Context: an optimization exercise on an open-source flow, tuned for small area, a short achievable clock period and few clock cycles per item. The choices shown serve that exercise and are no tape-out recipe. The RTL was checked by simulation tests, not by an equivalence proof against the original design. Power is estimated from default activity; no workload was simulated.

==> flow/design.v (excerpt) <==
module topModule(
    input clock,
    input reset,
    input start,
    input [7:0] input_a,
    input [7:0] input_b,
    output reg done,
    output [7:0] result
);
wire [7:0] s;
wire [3:0] y;
reg  [7:0] sum_reg;
blk_sum u_sum(.a(input_a), .b(input_b), .s(s));
always @(posedge clock) begin
    done <= start & ~reset;
    sum_reg <= s;
end
blk_sqrt u_sqrt(.x(sum_reg), .y(y));
assign result = {4'd0, y};
endmodule
==> flow/config.mk <==
export PLATFORM = sky130hd
export DESIGN_NAME = topModule
export DESIGN_NICKNAME = topModule
export VERILOG_FILES = /design/flow/design.v
export SDC_FILE = /design/flow/constraint.sdc
export NUM_CORES = 4
export LEC_CHECK = 0
export ABC_AREA = 1
export CAP_MARGIN = 20
export CORE_AREA = 2 2 68 68
export CTS_BUF_LIST = sky130_fd_sc_hd__clkbuf_2
export DIE_AREA = 0 0 70 70
export SLEW_MARGIN = 20
==> flow/constraint.sdc <==
create_clock -name core_clock -period 10.0 [get_ports {clock}]
set_input_delay 2.0000 -clock core_clock [delete_from_list [all_inputs] [get_ports {clock}]]
set_output_delay 2.0000 -clock core_clock [all_outputs]
set_load 0.01 [all_outputs]
standard.sh (not shown) runs the stock make flow with config.mk's settings and CLKGATE_MAP_FILE= SYNTH_SCRIPT=/design/flow/synth_recipe.tcl, a recipe that flattens the netlist after the stock synthesis.
==> flow/flow/run.sh <==
#!/bin/bash
# The standard layout with these changes:
#  - synthesis maps the logic with our own ABC script (flow/abc.script, area-oriented
#    mapping) instead of ORFS's, and leaves adders to ABC rather than mapping them to
#    full/half-adder cells first (MY_NO_FA). my_synth.tcl is synth_recipe.tcl with an abc
#    wrapper that swaps the script, so the rest of the synthesis (registers and their
#    names) is unchanged;
#  - the port buffers are sky130_fd_sc_hd__buf_1 instead of the slow clkdlybuf4s50_1 that
#    OpenROAD picks by default;
#  - the constant outputs share one tie cell, and CTS inserts no dummy load.
set -euo pipefail
here=$(pwd)
export MY_ABC_SCRIPT=$here/flow/abc.script
export MY_NO_FA=1
bash standard.sh finish \
  "SYNTH_SCRIPT=$here/flow/my_synth.tcl" \
  "BUFFER_PORTS_ARGS=-buffer_cell sky130_fd_sc_hd__buf_1" \
  "SKIP_REPAIR_TIE_FANOUT=1" \
  "CTS_ARGS=-sink_clustering_enable -repair_clock_nets -buf_list sky130_fd_sc_hd__clkbuf_2 -dont_use_dummy_load" > standard.log 2>&1
==> flow/flow/abc.script <==
strash
dch -f
map -a
strash
dch -f
map -D 1200
topo
==> flow/flow/my_synth.tcl <==
proc synth {args} { yosys synth -nofsm -noshare {*}$args }
# Technology mapping with our own ABC script and delay target (MY_ABC_SCRIPT, MY_ABC_D)
# instead of ORFS's; everything else in ORFS's synthesis is unchanged.
proc abc {args} {
  if {[info exists ::env(MY_ABC_SCRIPT)]} {
    set i [lsearch -exact $args -script]
    if {$i >= 0} { lset args [expr {$i + 1}] $::env(MY_ABC_SCRIPT) }
  }
  if {[info exists ::env(MY_ABC_D)]} {
    set i [lsearch -exact $args -D]
    if {$i >= 0} { lset args [expr {$i + 1}] $::env(MY_ABC_D) }
  }
  yosys abc {*}$args
}
# MY_NO_FA: leave adders to ABC instead of mapping them to full/half-adder cells first
if {[info exists ::env(MY_NO_FA)] && $::env(MY_NO_FA)} { set ::env(ADDER_MAP_FILE) "" }
source $::env(SCRIPTS_DIR)/synth.tcl
# left out here: clear keep_hierarchy, flatten, clean up, hide names made inside functions, write 1_2_yosys.v
The starting point ran to the end with no violations.
Testbench counts at the start, summed over its fixed seeds: cycles 12,000, items 12,000.
Then changed:
==> flow/flow/abc.script (replaced) <==
strash
dch -f
map -a
strash
dch -f
map -D 1800
topo
Combinational power climbs by about 4%.
Cell area drops by 3.9%.
Worst hold slack is worse by 11 ps.
Power climbs by about 2.6%.
Via count drops by 8.1%.
Non-clock buffer count does not change.
Core utilization drops by 0.70 points.
Worst setup slack is worse by 220 ps.
Critical path depth is unchanged.
Then changed:
--- a/flow/flow/run.sh
+++ b/flow/flow/run.sh
@@ -17,3 +17,4 @@
   "BUFFER_PORTS_ARGS=-buffer_cell sky130_fd_sc_hd__buf_1" \
   "SKIP_REPAIR_TIE_FANOUT=1" \
+  "SETUP_SLACK_MARGIN=6.45" \
   "CTS_ARGS=-sink_clustering_enable -repair_clock_nets -buf_list sky130_fd_sc_hd__clkbuf_2 -dont_use_dummy_load" > standard.log 2>&1
==> flow/flow/abc.script (replaced) <==
strash
dch -f
map -a
strash
dch -f
map -D 1500
topo
Maximum frequency came out higher by roughly a tenth; core utilization came out higher by 1.5 points; die area does not change; total power came out higher by a few percent; final area came out higher by a little under a tenth; sequential cell count is unchanged; area after synthesis hardly moves; combinational power came out higher by roughly a tenth.

Another version of the RTL of topModule (not shown whole).
For scale: about 9 flip-flops, roughly 28 I/O pins.
export LEC_CHECK = 0
export ABC_AREA = 1
export CAP_MARGIN = 20
export CORE_AREA = 2 2 68 68
export CTS_BUF_LIST = sky130_fd_sc_hd__clkbuf_2
export DIE_AREA = 0 0 70 70
export SLEW_MARGIN = 20
create_clock -name core_clock -period 10.0 [get_ports {clock}]
==> flow/flow/run.sh <==
#!/bin/bash
# The standard layout with these changes:
#  - synthesis maps the logic with our own ABC script (flow/abc.script, area-oriented
#    mapping) instead of ORFS's, and leaves adders to ABC rather than mapping them to
#    full/half-adder cells first (MY_NO_FA). my_synth.tcl is synth_recipe.tcl with an abc
#    wrapper that swaps the script, so the rest of the synthesis (registers and their
#    names) is unchanged;
#  - the port buffers are sky130_fd_sc_hd__buf_1 instead of the slow clkdlybuf4s50_1 that
#    OpenROAD picks by default.
set -euo pipefail
here=$(pwd)
export MY_ABC_SCRIPT=$here/flow/abc.script
export MY_NO_FA=1
bash standard.sh finish \
  "SYNTH_SCRIPT=$here/flow/my_synth.tcl" \
  "BUFFER_PORTS_ARGS=-buffer_cell sky130_fd_sc_hd__buf_1" \
  "SETUP_SLACK_MARGIN=6.9" > standard.log 2>&1
==> flow/flow/abc.script <==
strash
dch -f
map -a
strash
dch -f
map -a
topo
Scripts as last shown in full above: flow/flow/my_synth.tcl
The baseline went through all stages and came out clean.
Testbench counts at the start, summed over its fixed seeds: cycles 12,000, items 12,000.
Edit:
--- a/flow/flow/run.sh
+++ b/flow/flow/run.sh
@@ -16,2 +16 @@
-  "BUFFER_PORTS_ARGS=-buffer_cell sky130_fd_sc_hd__buf_1" \
-  "SETUP_SLACK_MARGIN=6.9" > standard.log 2>&1
+  "BUFFER_PORTS_ARGS=-buffer_cell sky130_fd_sc_hd__buf_1" > standard.log 2>&1
==> flow/flow/abc.script (replaced) <==
strash
dc2
dch -f
map -a
topo
Settings changed: CORE_AREA 2 2 68 68 to default, CORE_MARGIN from default to 2, CORE_UTILIZATION from default to 40, DIE_AREA 0 0 70 70 to default.
Outcome: Fmax came out lower by 14%. Sequential share of layout area came out higher by 7.4 points. Critical path depth came out higher by 8.

## separate check: timing with driven ports
Ports are ideal in the flow. The routed layouts listed here were re-timed in OpenROAD. Step 1 sets driving cells, clkbuf_16 on the clock port and buf_2 on the other inputs (assumed; they add their load-dependent delay and slew). Step 2, shift: input delay + t, output delay - t, t = (earliest + latest rising clock arrival at the registers) / 2. This alone moves slack from input paths to output paths. Three values: ideal ports, drivers, drivers and shift; two values: the first two.
run | t, ns | setup WS [ns] | worst slew at a driven data input, ns
the first run of note 1 | 0.235 | 6.394 / 6.390 / 6.155 | 0.03
the second run of note 1 | 0.242 | 6.178 / 6.179 / 5.937 | 0.04
the third run of note 1 | 0.245 | 6.566 / 6.551 / 6.337 | 0.03
the first run of note 2 | 0.253 | 6.626 / 6.606 / 6.364 | 0.05
the second run of note 2 | 0.242 | 6.081 / 6.074 / 5.832 | 0.03
After both steps setup and hold are still met in every run listed. The setup slack of the first run of note 2, which loses most, moves by -0.020 ns with the drivers and by -0.262 ns with both steps.
